What follows belongs to an exercise in optimizing a design on an open flow for small area and a short achievable clock period; a production flow would make more cautious choices.
Function was checked by simulation only, so behaviour that the tests miss may differ from the original.

==> flow/design.v, too long to show whole: its modules and the start of the top module <==
// module Mux1Bit2To1: 10 lines
// module Mux5Bit2To1: 12 lines
// module Mux32Bit2To1: 12 lines
// module And2: 7 lines
// module Or2: 7 lines
// module Xnor2: 7 lines
// module CompareZero: 10 lines
// module SignExtension: 7 lines
// module ShiftLeft2: 7 lines
// module PCAdder: 7 lines
// module Adder32Bit: 7 lines
// module Adder64Bit: 11 lines
// module BranchLogic: 25 lines
// module ProgramCounter: 11 lines
// module HiLoRegisterFile: 12 lines
// module RegisterFile: 19 lines
// module ALU32Bit: 80 lines
// module Controller: 356 lines
// module DataMemoryPort: 62 lines
// module Datapath: 75 lines
module Datapath(Clk, Reset, PC_Counter, IM_out, DMem_Addr, DMem_WData, DMem_WMask, DMem_Read, DMem_RData,
                Reg_Write, RegWrite_or, Write_Reg);
  // ...
==> flow/run.sh <==
#!/bin/bash
# synth_recipe.tcl (not shown) runs the flow's synth.tcl, then flattens the netlist and writes it again
# the make line also repeats each setting of config.mk as NAME=value (left out here)
make -C /OpenROAD-flow-scripts/flow DESIGN_CONFIG=/design/flow/config.mk WORK_HOME=/design/flow/orfs CLKGATE_MAP_FILE= SYNTH_SCRIPT=/design/flow/synth_recipe.tcl finish
==> flow/config.mk <==
export PLATFORM = sky130hd
export DESIGN_NAME = Datapath
export DESIGN_NICKNAME = Datapath
export VERILOG_FILES = /design/flow/design.v
export SDC_FILE = /design/flow/constraint.sdc
export NUM_CORES = 4
export LEC_CHECK = 0
export CAP_MARGIN = 30
export CORE_MARGIN = 2
export CORE_UTILIZATION = 40
export SLEW_MARGIN = 30
==> flow/constraint.sdc <==
create_clock -name core_clock -period 25.0 [get_ports {Clk}]
set_input_delay 5.0000 -clock core_clock [delete_from_list [all_inputs] [get_ports {Clk}]]
set_output_delay 5.0000 -clock core_clock [all_outputs]
set_load 0.01 [all_outputs]
==> impl_metrics.tcl, run 1 <==
set metrics [dict create \
    outcome "timing/DRC/antenna clean" \
    hold_path.startpoint "ProgramCounter_1.PCResult[0]" \
    firstDrtPassIters 8 \
    worstPathArrival_ns 18.81 \
    ys_dominant_reg_cell "sky130_fd_sc_hd__edfxtp_1" \
    place_hpwl_um 378300 \
    yosys-mux-area-fraction 0.1276 \
    antenna_violating_nets_post_route 0 \
    design_area_um2 118700 \
    postPlaceCellArea_um2 115000 \
    drt-met1-wl_um 189800 \
    clock.fmax_mhz 42.01 \
    synth_area_leader_cell "sky130_fd_sc_hd__edfxtp_1" \
    finish.net_count 12018 \
    edff_count_synth 1088 \
    placedCellCount 14033 \
    path_class "in2out" \
    seqAreaFraction 0.2807 \
    nNonClkInverters 968 \
    synthCells 10555 \
    min_delay_worst_endpoint "ProgramCounter_1.PCResult[0]" \
    asyncSetResetFlopFracSynth 0 \
    yosysSeqAreaShare 0.3102 \
    grtUsageMet2 0.5606 \
]
==> module Datapath, before the edit <==
module Datapath(Clk, Reset, PC_Counter, IM_out, DMem_Addr, DMem_WData, DMem_WMask, DMem_Read, DMem_RData,
                Reg_Write, RegWrite_or, Write_Reg);
    input Clk, Reset;
    output wire [31:0] PC_Counter;
    input wire [31:0] IM_out;           
    output wire [9:0] DMem_Addr;        
    output wire [31:0] DMem_WData;      
    output wire [3:0] DMem_WMask;       
    output wire DMem_Read;              
    input wire [31:0] DMem_RData;       
    output wire [31:0] Reg_Write;
    output wire [4:0] Write_Reg;
    wire [31:0] ReadReg1, ReadReg2; 
    wire [31:0] ALU_out;
    output wire RegWrite_or;
    wire  Branch_type, Branch_ineq;
    wire [31:0] Mux_Mem, Mux_regData_HiLo;
    wire [31:0] Mux_regData_Mov;
    wire [31:0] Mux_Branch_out, Mux_JumpType, Mux_Jump;
    wire [63:0] HiLoAddition;
    wire [31:0] SE_out , Mux_ALU_In;
    wire [31:0] ReadMem;
    wire [31:0] PC_PlusFour, Branch_Shift, regFile_writeData;   
    wire [31:0] ALU_hi, Hi, Lo, Lo_in, Hi_in, HiLo_out, Branch_add, Address_to_PC, RsRtReg, HiRsMux, SignExtendOrNot;
    wire [4:0] Mux_RegF_In, Mux_RegF_RdRt;
    wire zero_inv;
    wire [4:0] ALUOp;
    wire [3:0] MEMop;
    wire [1:0] BRANCHop;
    wire ALUSrc, MovEn, Movz, Add64, zero_sel, RegDst, Jump, Branch, MemRead, MemWrite, MemToReg, RegWrite, WriteHi, WriteLo, HiOrLo, HiLoReg, HiLo_sel;
    wire ALU_zero;
    wire Mux_Mov;
    wire compare_out, xnor_out, Mux_Branch, and_mov_out, RsRtMux, HiRsSel;  
    wire SignExtensionX, SignExtendImmediate;
    wire regAddr_jal, regWrite_jal, JumpType, Branch_sel;
    Controller Controller_1(IM_out, ALUOp, ALUSrc, RegDst, Jump, Branch, MemRead, MemWrite, MemToReg, 
        RegWrite, WriteHi, WriteLo, HiOrLo, HiLoReg, MovEn, Movz, SignExtensionX, Add64, HiLo_sel, RsRtMux, 
        HiRsSel, SignExtendImmediate, MEMop, BRANCHop, regAddr_jal, regWrite_jal, JumpType, Branch_sel, zero_sel);
    ProgramCounter ProgramCounter_1( Address_to_PC, PC_Counter, Reset, Clk);
    PCAdder PCAdder_1(PC_Counter, PC_PlusFour);
    Mux5Bit2To1 Mux5Bit2To1_rdReg(Mux_RegF_RdRt, IM_out[20:16], IM_out[15:11], RegDst);
    Mux5Bit2To1 Mux5Bit2To1_Jal(Mux_RegF_In, Mux_RegF_RdRt, 5'b11111, regAddr_jal);
    assign Write_Reg = Mux_RegF_In;
    RegisterFile RegisterFile_1(IM_out[25:21], IM_out[20:16], Mux_RegF_In, Reg_Write, RegWrite_or, Clk, ReadReg1, ReadReg2);
    SignExtension SignExtension_1(IM_out[15:0], SE_out[31:0]);
    Mux32Bit2To1 Mux32Bit2To1_SignExtendImmediate(SignExtendOrNot, SE_out[31:0] ,{{16{1'b0}},{IM_out[15:0]}} ,SignExtendImmediate );
    Mux32Bit2To1 Mux32Bit2To1_ALUsrc(Mux_ALU_In, ReadReg2, SignExtendOrNot, ALUSrc);
    Mux32Bit2To1 Mux32Bit2To1_RsShift(RsRtReg, ReadReg1, {{27{1'b0}},{IM_out[10:6]}},  RsRtMux);
    Mux32Bit2To1 Mux32Bit2To1_HiLo(Mux_regData_HiLo, Mux_Mem, HiLo_out, HiLoReg);
    Mux32Bit2To1 Mux32Bit2To1_Mov(Mux_regData_Mov, Mux_regData_HiLo, ReadReg1, MovEn);
    Mux32Bit2To1 Mux32Bit2To1_Jal(Reg_Write, Mux_regData_Mov, PC_PlusFour + 32'h00000000, regWrite_jal);
    CompareZero CompareZero_2(ReadReg2,compare_out);
    Xnor2 XNOR2_2(compare_out, Movz, xnor_out); 
    And2 And2_2(xnor_out, MovEn, and_mov_out);   
    Or2 Or2_1(and_mov_out, RegWrite, RegWrite_or);
    ALU32Bit ALU32Bit_1( ALUOp, RsRtReg, Mux_ALU_In, ALU_out, ALU_hi, ALU_zero);
    Mux1Bit2To1 Mux1Bit2To1_ZeroSel(zero_inv, ALU_zero, ~ALU_zero, zero_sel);
    HiLoRegisterFile HiLoRegisterFile_1(Clk, Lo_in, HiRsMux, WriteLo, WriteHi, Hi, Lo);
    Adder64Bit Adder64Bit_1({{Hi},{Lo}}, {{ALU_hi},{ALU_out}}, Add64, HiLoAddition);
    Mux32Bit2To1 Mux32Bit2To1_LoData(Lo_in, ALU_out, HiLoAddition[31:0], HiLo_sel); 
    Mux32Bit2To1 Mux32Bit2To1_HiData(Hi_in, ALU_hi, HiLoAddition[63:32], HiLo_sel);
    Mux32Bit2To1 Mux32Bit2To1_HiRs(HiRsMux, Hi_in, ReadReg1, HiRsSel);
    Mux32Bit2To1 Mux32Bit2To1_HiLoOut(HiLo_out, Lo, Hi, HiOrLo);
    DataMemoryPort DataMemoryPort_1(ALU_out, ReadReg2, MemWrite, MemRead, MEMop, DMem_RData,
        DMem_Addr, DMem_WData, DMem_WMask, DMem_Read, ReadMem);
    Mux32Bit2To1 Mux32Bit2To1_Mem(Mux_Mem, ALU_out, ReadMem, MemToReg);     
    Mux32Bit2To1 Mux32Bit2To1_JumpType(Mux_JumpType, {{PC_PlusFour[31:28]},{IM_out[25:0] << 2}}, ReadReg1, JumpType);
    ShiftLeft2 ShiftLeft2_Branch(SE_out, Branch_Shift);
    Adder32Bit Adder32Bit_Branch(PC_PlusFour, Branch_Shift, Branch_add);
    BranchLogic BranchLogic_1(ALU_out, ALU_zero, BRANCHop, Branch_ineq);
    Mux1Bit2To1 Mux1Bit2To1_Branch_eqIneq(Branch_type, zero_inv, Branch_ineq, Branch_sel);
    And2 And2_Branch(Branch_type, Branch, Mux_Branch);
    Mux32Bit2To1 Mux32Bit2To1_Branch(Mux_Branch_out,PC_PlusFour, Branch_add, Mux_Branch);
    Mux32Bit2To1 Mux32Bit2To1_BranchOrJump(Address_to_PC, Mux_Branch_out, Mux_JumpType, Jump); 
endmodule
==> run 2: changes to the inputs <==
==> flow/design.v (replaced) <==
`timescale 1ns / 1ps
module Datapath(Clk, Reset, PC_Counter, IM_out, DMem_Addr, DMem_WData, DMem_WMask, DMem_Read, DMem_RData,
                Reg_Write, RegWrite_or, Write_Reg);
    input Clk, Reset;
    output wire [31:0] PC_Counter;
    input wire [31:0] IM_out;
    output wire [9:0] DMem_Addr;
    output wire [31:0] DMem_WData;
    output wire [3:0] DMem_WMask;
    output wire DMem_Read;
    input wire [31:0] DMem_RData;
    output wire [31:0] Reg_Write;
    output wire RegWrite_or;
    output wire [4:0] Write_Reg;
    reg [31:0] PC;
    reg [31:0] Hi, Lo;
    reg [31:0] RF [1:31];
    assign PC_Counter = PC;
    wire [5:0] op = IM_out[31:26];
    wire [5:0] fn = IM_out[5:0];
    wire [4:0] rs = IM_out[25:21];
    wire [4:0] rt = IM_out[20:16];
    wire [4:0] rd = IM_out[15:11];
    wire [4:0] sa = IM_out[10:6];
    wire [15:0] imm = IM_out[15:0];
    wire rtype = (op == 6'h00);
    wire f_sll  = rtype & (fn == 6'h00);
    wire f_srl  = rtype & (fn == 6'h02);    
    wire f_sra  = rtype & (fn == 6'h03);
    wire f_sllv = rtype & (fn == 6'h04);
    wire f_srlv = rtype & (fn == 6'h06);    
    wire f_srav = rtype & (fn == 6'h07);
    wire f_jr   = rtype & (fn == 6'h08);
    wire f_movz = rtype & (fn == 6'h0A);
    wire f_movn = rtype & (fn == 6'h0B);
    wire f_mfhi = rtype & (fn == 6'h10);
    wire f_mthi = rtype & (fn == 6'h11);
    wire f_mflo = rtype & (fn == 6'h12);
    wire f_mtlo = rtype & (fn == 6'h13);
    wire f_mult = rtype & (fn == 6'h18);
    wire f_multu= rtype & (fn == 6'h19);
    wire f_add  = rtype & ((fn == 6'h20) | (fn == 6'h21));
    wire f_sub  = rtype & (fn == 6'h22);
    wire f_and  = rtype & (fn == 6'h24);
    wire f_or   = rtype & (fn == 6'h25);
    wire f_xor  = rtype & (fn == 6'h26);
    wire f_nor  = rtype & (fn == 6'h27);
    wire f_slt  = rtype & ((fn == 6'h2A) | (fn == 6'h2B));
    wire o_regimm = (op == 6'h01);
    wire o_bltz = o_regimm & (rt == 5'd0);
    wire o_bgez = o_regimm & (rt == 5'd1);
    wire o_j    = (op == 6'h02);
    wire o_jal  = (op == 6'h03);
    wire o_beq  = (op == 6'h04);
    wire o_bne  = (op == 6'h05);
    wire o_blez = (op == 6'h06);
    wire o_bgtz = (op == 6'h07);
    wire o_addi = (op == 6'h08) | (op == 6'h09);
    wire o_slti = (op == 6'h0A) | (op == 6'h0B);
    wire o_andi = (op == 6'h0C);
    wire o_ori  = (op == 6'h0D);
    wire o_xori = (op == 6'h0E);
    wire o_lui  = (op == 6'h0F);
    wire o_sp2  = (op == 6'h1C);
    wire o_madd = o_sp2 & (fn == 6'h00);
    wire o_mul  = o_sp2 & (fn == 6'h02);
    wire o_msub = o_sp2 & ~(fn == 6'h00) & ~(fn == 6'h02);
    wire o_sp3  = (op == 6'h1F);            
    wire o_seh  = o_sp3 & (sa == 5'b11000);
    wire o_lb   = (op == 6'h20);
    wire o_lh   = (op == 6'h21);
    wire o_lw   = (op == 6'h23);
    wire o_sb   = (op == 6'h28);
    wire o_sh   = (op == 6'h29);
    wire o_sw   = (op == 6'h2B);
    wire is_load  = o_lb | o_lh | o_lw;
    wire is_store = o_sb | o_sh | o_sw;
    wire is_shift = f_sll | f_srl | f_sra | f_sllv | f_srlv | f_srav;
    wire is_mov   = f_movz | f_movn;
    wire [31:0] R1 = (rs == 5'd0) ? 32'd0 : RF[rs];
    wire [31:0] R2 = (rt == 5'd0) ? 32'd0 : RF[rt];
    wire use_imm = (op[5:3] == 3'b001) | is_load | is_store;
    wire zext    = o_andi | o_ori | o_xori;
    wire [31:0] IMMX = {{16{imm[15] & ~zext}}, imm};
    wire [31:0] B = use_imm ? IMMX : R2;
    wire do_sub = f_sub | f_slt | o_slti;
    wire [32:0] sum = {1'b0, R1} + {1'b0, do_sub ? ~B : B} + {32'd0, do_sub};
    wire ltu = ~sum[32];                     
    wire [31:0] x_and = R1 & B;
    wire [31:0] x_or  = R1 | B;
    wire [31:0] x_xor = R1 ^ B;
    wire var_sh = f_sllv | f_srlv | f_srav;
    wire [31:0] A = var_sh ? R1 : {27'd0, sa};
    wire [4:0] s = A[4:0];
    wire big  = |A[31:5];
    wire eq32 = (A[31:5] == 27'd1) & (s == 5'd0);
    wire sh_left = f_sll | f_sllv;
    wire sh_sra  = f_sra | f_srav;
    wire sh_rot  = (f_srl & IM_out[21]) | (f_srlv & IM_out[6]);
    wire [4:0] rot = sh_left ? (5'd0 - s) : s;
    wire [63:0] rr = {R2, R2} >> rot;
    wire [31:0] r = rr[31:0];
    reg  [31:0] therm;                       
    integer k;
    always @(*) for (k = 0; k < 32; k = k + 1) therm[k] = (k >= s);
    wire [31:0] keep;
    genvar gi;
    generate for (gi = 0; gi < 32; gi = gi + 1) begin : g_keep
        assign keep[gi] = sh_rot | (sh_left ? therm[gi] : therm[31 - gi]);
    end endgenerate
    wire fill = sh_sra & R2[31];
    wire zero_all = big & ~(eq32 & (sh_rot | sh_sra));
    wire sra32 = big & eq32 & sh_sra;
    wire [31:0] x_sh = zero_all ? 32'd0 : ((keep & ~{32{sra32}} & r) | (~(keep & ~{32{sra32}}) & {32{fill}}));
    wire [63:0] P = R1 * R2;
    wire [31:0] EA = sum[31:0];
    reg [31:0] LD;
    always @(*) begin
        if (o_lw) LD = DMem_RData;
        else if (o_lh) begin
            case (EA[1:0])
                2'b01: LD = {{16{DMem_RData[23]}}, DMem_RData[23:8]};
                2'b10: LD = {{16{DMem_RData[31]}}, DMem_RData[31:16]};
                default: LD = {{16{DMem_RData[15]}}, DMem_RData[15:0]};
            endcase
        end else begin
            case (EA[1:0])
                2'b00: LD = {{24{DMem_RData[7]}}, DMem_RData[7:0]};
                2'b01: LD = {{24{DMem_RData[15]}}, DMem_RData[15:8]};
                2'b10: LD = {{24{DMem_RData[23]}}, DMem_RData[23:16]};
                default: LD = {{24{DMem_RData[31]}}, DMem_RData[31:24]};
            endcase
        end
    end
    wire [31:0] PC4 = PC + 32'd4;
    reg [31:0] WB;
    always @(*) begin
        WB = x_and;
        if (f_add | o_addi | f_sub) WB = sum[31:0];
        if (f_or | o_ori) WB = x_or;
        if (f_xor | o_xori) WB = x_xor;
        if (f_nor) WB = ~x_or;
        if (f_slt | o_slti) WB = {31'd0, ltu};
        if (is_shift) WB = x_sh;
        if (o_lui) WB = {imm, 16'd0};
        if (o_sp3) WB = o_seh ? {{16{R2[15]}}, R2[15:0]} : {{24{R2[7]}}, R2[7:0]};
        if (f_mfhi) WB = Hi;
        if (f_mflo) WB = Lo;
        if (is_mov) WB = R1;
        if (o_jal) WB = PC4;
        if (is_load) WB = LD;
        if (o_mul) WB = P[31:0];
    end
    assign Reg_Write = WB;
    wire reg_write = f_add | f_sub | f_and | f_or | f_xor | f_nor | f_slt | is_shift |
                     f_mfhi | f_mflo | o_addi | o_slti | o_andi | o_ori | o_xori | o_lui |
                     is_load | o_mul | o_sp3 | o_jal;
    wire r2zero = (R2 == 32'd0);
    assign RegWrite_or = reg_write | (f_movn & r2zero) | (f_movz & ~r2zero);
    assign Write_Reg = o_jal ? 5'd31 : ((rtype | o_sp2 | o_sp3) ? rd : rt);
    always @(posedge Clk)
        if (RegWrite_or & (Write_Reg != 5'd0)) RF[Write_Reg] <= Reg_Write;
    wire [63:0] HL = {Hi, Lo};
    wire [63:0] MX = {{32{P[31]}}, P[31:0]};
    wire [63:0] HLsum = HL + (o_msub ? ~MX : MX) + {63'd0, o_msub};
    always @(posedge Clk) begin
        if (f_mthi) Hi <= R1;
        else if (f_mult) Hi <= {32{P[31]}};
        else if (f_multu) Hi <= P[63:32];
        else if (o_madd | o_msub) Hi <= HLsum[63:32];
        if (f_mtlo) Lo <= sum[31:0];
        else if (f_mult | f_multu) Lo <= P[31:0];
        else if (o_madd | o_msub) Lo <= HLsum[31:0];
    end
    wire eq = (x_xor == 32'd0);              
    wire r1zero = (R1 == 32'd0);
    wire taken = (o_beq & eq) | (o_bne & ~eq) | (o_bltz & R1[31]) | (o_bgez & ~R1[31]) |
                 (o_bgtz & ~R1[31] & ~r1zero) | (o_blez & (R1[31] | r1zero));
    wire [31:0] BT = PC4 + {{14{imm[15]}}, imm, 2'b00};
    wire [31:0] JT = {2'b00, PC4[31:28], IM_out[23:0], 2'b00};
    wire [31:0] NPC = f_jr ? R1 : ((o_j | o_jal) ? JT : (taken ? BT : PC4));
    always @(posedge Clk)
        PC <= Reset ? 32'd0 : NPC;
    assign DMem_Addr = EA[11:2];
    assign DMem_Read = is_load;
    assign DMem_WMask = o_sw ? 4'b1111 : o_sh ? 4'b0011 :
                        o_sb ? (4'b0001 << EA[1:0]) : 4'b0000;
    assign DMem_WData = {o_sb ? R2[7:0] : R2[31:24],
                         o_sb ? R2[7:0] : R2[23:16],
                         o_sb ? R2[7:0] : R2[15:8],
                         R2[7:0]};
endmodule
==> run 2 against run 1 <==
Flip-flop and latch count down 32. Highest routed layer unchanged. Wire length down 13%. Fmax up 6.6%. Critical endpoint is now Reg_Write[20].
==> impl_metrics.tcl, run 2 <==
set metrics [dict create \
    worstPathArrival_ns 17.33 \
    boundaryPins 183 \
    die_area_um2 256600 \
    floorplan.die.width_um 506.5 \
    place_hpwl_um 325600 \
    max_cap_violations 0 \
    ys.warnings.count 1 \
    globalplace.congestion 1.133 \
    clock.fmax_mhz 44.77 \
    root_buf_cell "sky130_fd_sc_hd__clkbuf_16" \
    mostFrequentLayoutCells "sky130_fd_sc_hd__edfxtp_1, sky130_fd_sc_hd__nand2_1, sky130_fd_sc_hd__inv_1" \
    floorplan.rows 184 \
    worstSetupStartpointType "input pin" \
    synth.lib_cells_used.distinct 116 \
    worstPathMaxFanout 32 \
    layout_min_cycle_time_ns 22.33 \
    cp.required_ns 20.00 \
    synth.net_count 10829 \
    routed_via_density 6.430 \
    overall_global_routing_resource_usage 0.3465 \
    cell_with_the_biggest_individual_delay_on_the_critical_path "sky130_fd_sc_hd__a22oi_1" \
    synth_area_leader_cell "sky130_fd_sc_hd__edfxtp_1" \
    post-route-util 0.4452 \
    cts_num_sinks 1088 \
    netlist_top_cells_area "sky130_fd_sc_hd__edfxtp_1, sky130_fd_sc_hd__fa_1, sky130_fd_sc_hd__mux4_2, sky130_fd_sc_hd__ha_1, sky130_fd_sc_hd__nand2_1" \
    first_global_vias 82347 \
    asyncSetResetFlopFracSynth 0 \
    ys_dominant_reg_cell "sky130_fd_sc_hd__edfxtp_1" \
    syn-mean-instance-area_um2 10.74 \
    clock_insertion_delay_worst_skew_ns 0.82 \
    htreeDepth 3 \
    largest_register_ff_count 992 \
    cts_tree "built" \
    yosysTopAreaCellShare 0.3139 \
    finalSetupViolations 0 \
    grt_max_degree 99 \
    synthesis_to_finish_area_growth_pct 10.69 \
    antenna_violating_nets_post_route 0 \
    setup_tns_ns 0 \
    wl_per_cell_um 34.98 \
    cts-resized-gates 0 \
    port_buffers 182 \
    yosysSeqAreaShare 0.3202 \
    unrepaired_setup_endpoints_after_global_routing "false" \
    hold_violations 0 \
    timing.critical_path.max_delay_family "adder cells" \
    clock_skew_ns 0.08428 \
    seq_area_um2 32350 \
    timing_worst_slew_pin_value_ns 1.225 \
    timing.slew.headroom 0.1776 \
    setup_slack_ns 2.666 \
    grt-ovfl-total 0 \
    outcome "timing/DRC/antenna clean" \
    grt_antenna_before_repair 29 \
    path_class "in2out" \
    netlist_area_um2 101000 \
    yosys_register_bits 1088 \
    grt.met3_usage 0.08331 \
    synth.cells.most_frequent "sky130_fd_sc_hd__edfxtp_1, sky130_fd_sc_hd__nand2_1, sky130_fd_sc_hd__inv_1" \
    finish.net_count 10880 \
    yosys.cell_count.top_type "sky130_fd_sc_hd__edfxtp_1" \
    edff_count_synth 1056 \
    cpPeakStageDelay_ns 0.84 \
    floorplan.core_area_um2 251200 \
    hold_path.class "reg2reg" \
    fraction_of_layout_instances_using_a_drive_strength_above_1 0.1287 \
    cp_num_buf_inv 13 \
    drt_iter0_markers 12132 \
    dr_total_vias 83037 \
    hold_buffers 0 \
    critical_path.endpoint_type "primary output" \
    initial_utilization 0.4022 \
    cts_max_path_buffers 3 \
    chipHeight_um 506.5 \
    busiest_metal_layer_after_global_routing "met2" \
    slew_viol_final 0 \
    layout_commonest_cell "sky130_fd_sc_hd__edfxtp_1" \
    grt_pass1_wl_um 629900 \
    worst_setup_hold_path_clk_slew_ns 0.06 \
    multiInputGateArea_um2 62810 \
    drc 0 \
    place_ws_ns 2.775 \
    grtUsageMet2 0.5330 \
    firstDrtPassIters 8 \
    post_cts.repair.setup_buffers 0 \
    grt_util_met1 0.4354 \
    min_period_over_period 0.8934 \
    fillcell_total 23287 \
    synthCells 9405 \
    register_with_the_highest_flop_count "RF" \
    cts-buffers-inserted 115 \
    totalWireLength_um 451800 \
]
run 2: cell count changes after synthesis, moves of 37 or more:
cell                      delta
sky130_fd_sc_hd__a22oi_1   -279
sky130_fd_sc_hd__o21ai_0    -38
sky130_fd_sc_hd__nand2_1   -100
sky130_fd_sc_hd__a21oi_1   -100
sky130_fd_sc_hd__nor3_1     -49
sky130_fd_sc_hd__mux4_2    +180
sky130_fd_sc_hd__o22ai_1    -63
sky130_fd_sc_hd__buf_2      -37
sky130_fd_sc_hd__inv_1      +99
sky130_fd_sc_hd__buf_1      -69
sky130_fd_sc_hd__mux2i_1   -393
sky130_fd_sc_hd__nand3_1    -49
sky130_fd_sc_hd__nor2_1    -101
run 2: cell type report:
cell class / count / area share
Inverter: 1061 / 0.03563
Sequential cell: 1088 / 0.2893
Multi-Input combinational cell: 6648 / 0.5617
Tap cell: 3348 / 0.03746
Clock buffer: 141 / 0.02689
Antenna cell: 18 / 0.0004028
Timing Repair Buffer: 542 / 0.04193
Clock inverter: 69 / 0.006702
run 2: cell families (layout without fill, tap and decap cells):
| logic type | Yosys count | in the layout | synth area share |
|---|---|---|---|
| simple gates | 2414 | 2414 | 0.1033 |
| mux | 830 | 830 | 0.1330 |
| compound gates | 1783 | 1783 | 0.1167 |
| flops | 1088 | 1088 | 0.3202 |
| buf+inv | 1669 | 1813 | 0.06878 |
| fa+ha+maj | 1359 | 1359 | 0.2351 |
| other cells | 0 | 18 | 0 |
| xor+xnor | 262 | 262 | 0.02286 |
run 2: per-layer routing:
| layer | vias up | wire, um |
|---|---|---|
| li1 | 33356 | - |
| met1 | 42608 | 164200 |
| met2 | 5654 | 201100 |
| met3 | 1401 | 50340 |
| met4 | 18 | 36010 |
| met5 | - | 144 |
run 2: worst register-to-register path, delay by kind of cell, from the launching register on:
kind | cells | cell delay (ns)
XOR/XNOR | 3 | 0.92
flip-flops | 1 | 0.40
AO/OA/AOI/OAI | 14 | 3.25
AND/OR/NAND/NOR | 10 | 2.16
multiplexers | 2 | 0.79
buffers and inverters | 8 | 2.13
adder cells (fa/ha/maj) | 10 | 4.80
run 2: path summary, 6_finish.rpt:
| kind | slack, ns | depth (start not counted) | from | end |
|---|---|---|---|---|
| worst max register to register | 10.26 | 47 | RF[31][19] | Hi[24] |
| worst min-delay path | 0.61 | 2 | PC[1] | PC[1] |
| worst max-delay path | 2.67 | 37 | IM_out[24] | Reg_Write[20] |
| worst min register to register | 0.61 | 2 | PC[1] | PC[1] |
run 2: stage by stage:
step	instances	hold slack [ns]	instance area (um^2)
after floorplan	9405	0.5045	101000
after global placement	12677	0.5522	107800
after detailed placement	12683	0.5717	107900
after CTS	12893	0.5869	111700
after global routing	12897	0.5972	111800
final	12915	0.6107	111800

[port drivers added, routing unchanged]
No port has a modelled driver above. Below, the same layouts with a new extraction and two added sets of constraints. Step 1 (the two cells are an assumption about what drives the block):
set clk [get_ports {Clk}]
set_driving_cell -lib_cell sky130_fd_sc_hd__clkbuf_16 $clk
set_driving_cell -lib_cell sky130_fd_sc_hd__buf_2 [delete_from_list [all_inputs] $clk]
Step 2 moves the port delays by t, midway between the first and last clock arrival at a register: inputs arrive t later, outputs are due t later. That takes back most of the time a late clock gives input paths. Slacks: ideal ports / drivers / drivers and shift; pairs: ideal ports / drivers.
run | t, ns | slack for setup (ns) | hold WS [ns]
run 1 | 0.852 | 1.195 / 1.074 / 1.074 | 0.578 / 0.578 / 0.578
run 2 | 0.878 | 2.666 / 2.639 / 2.639 | 0.611 / 0.611 / 0.611
After both steps every run listed still meets setup and hold. For run 1, which loses most, drivers alone change the setup slack by -0.121 ns; drivers and shift together by -0.121 ns.
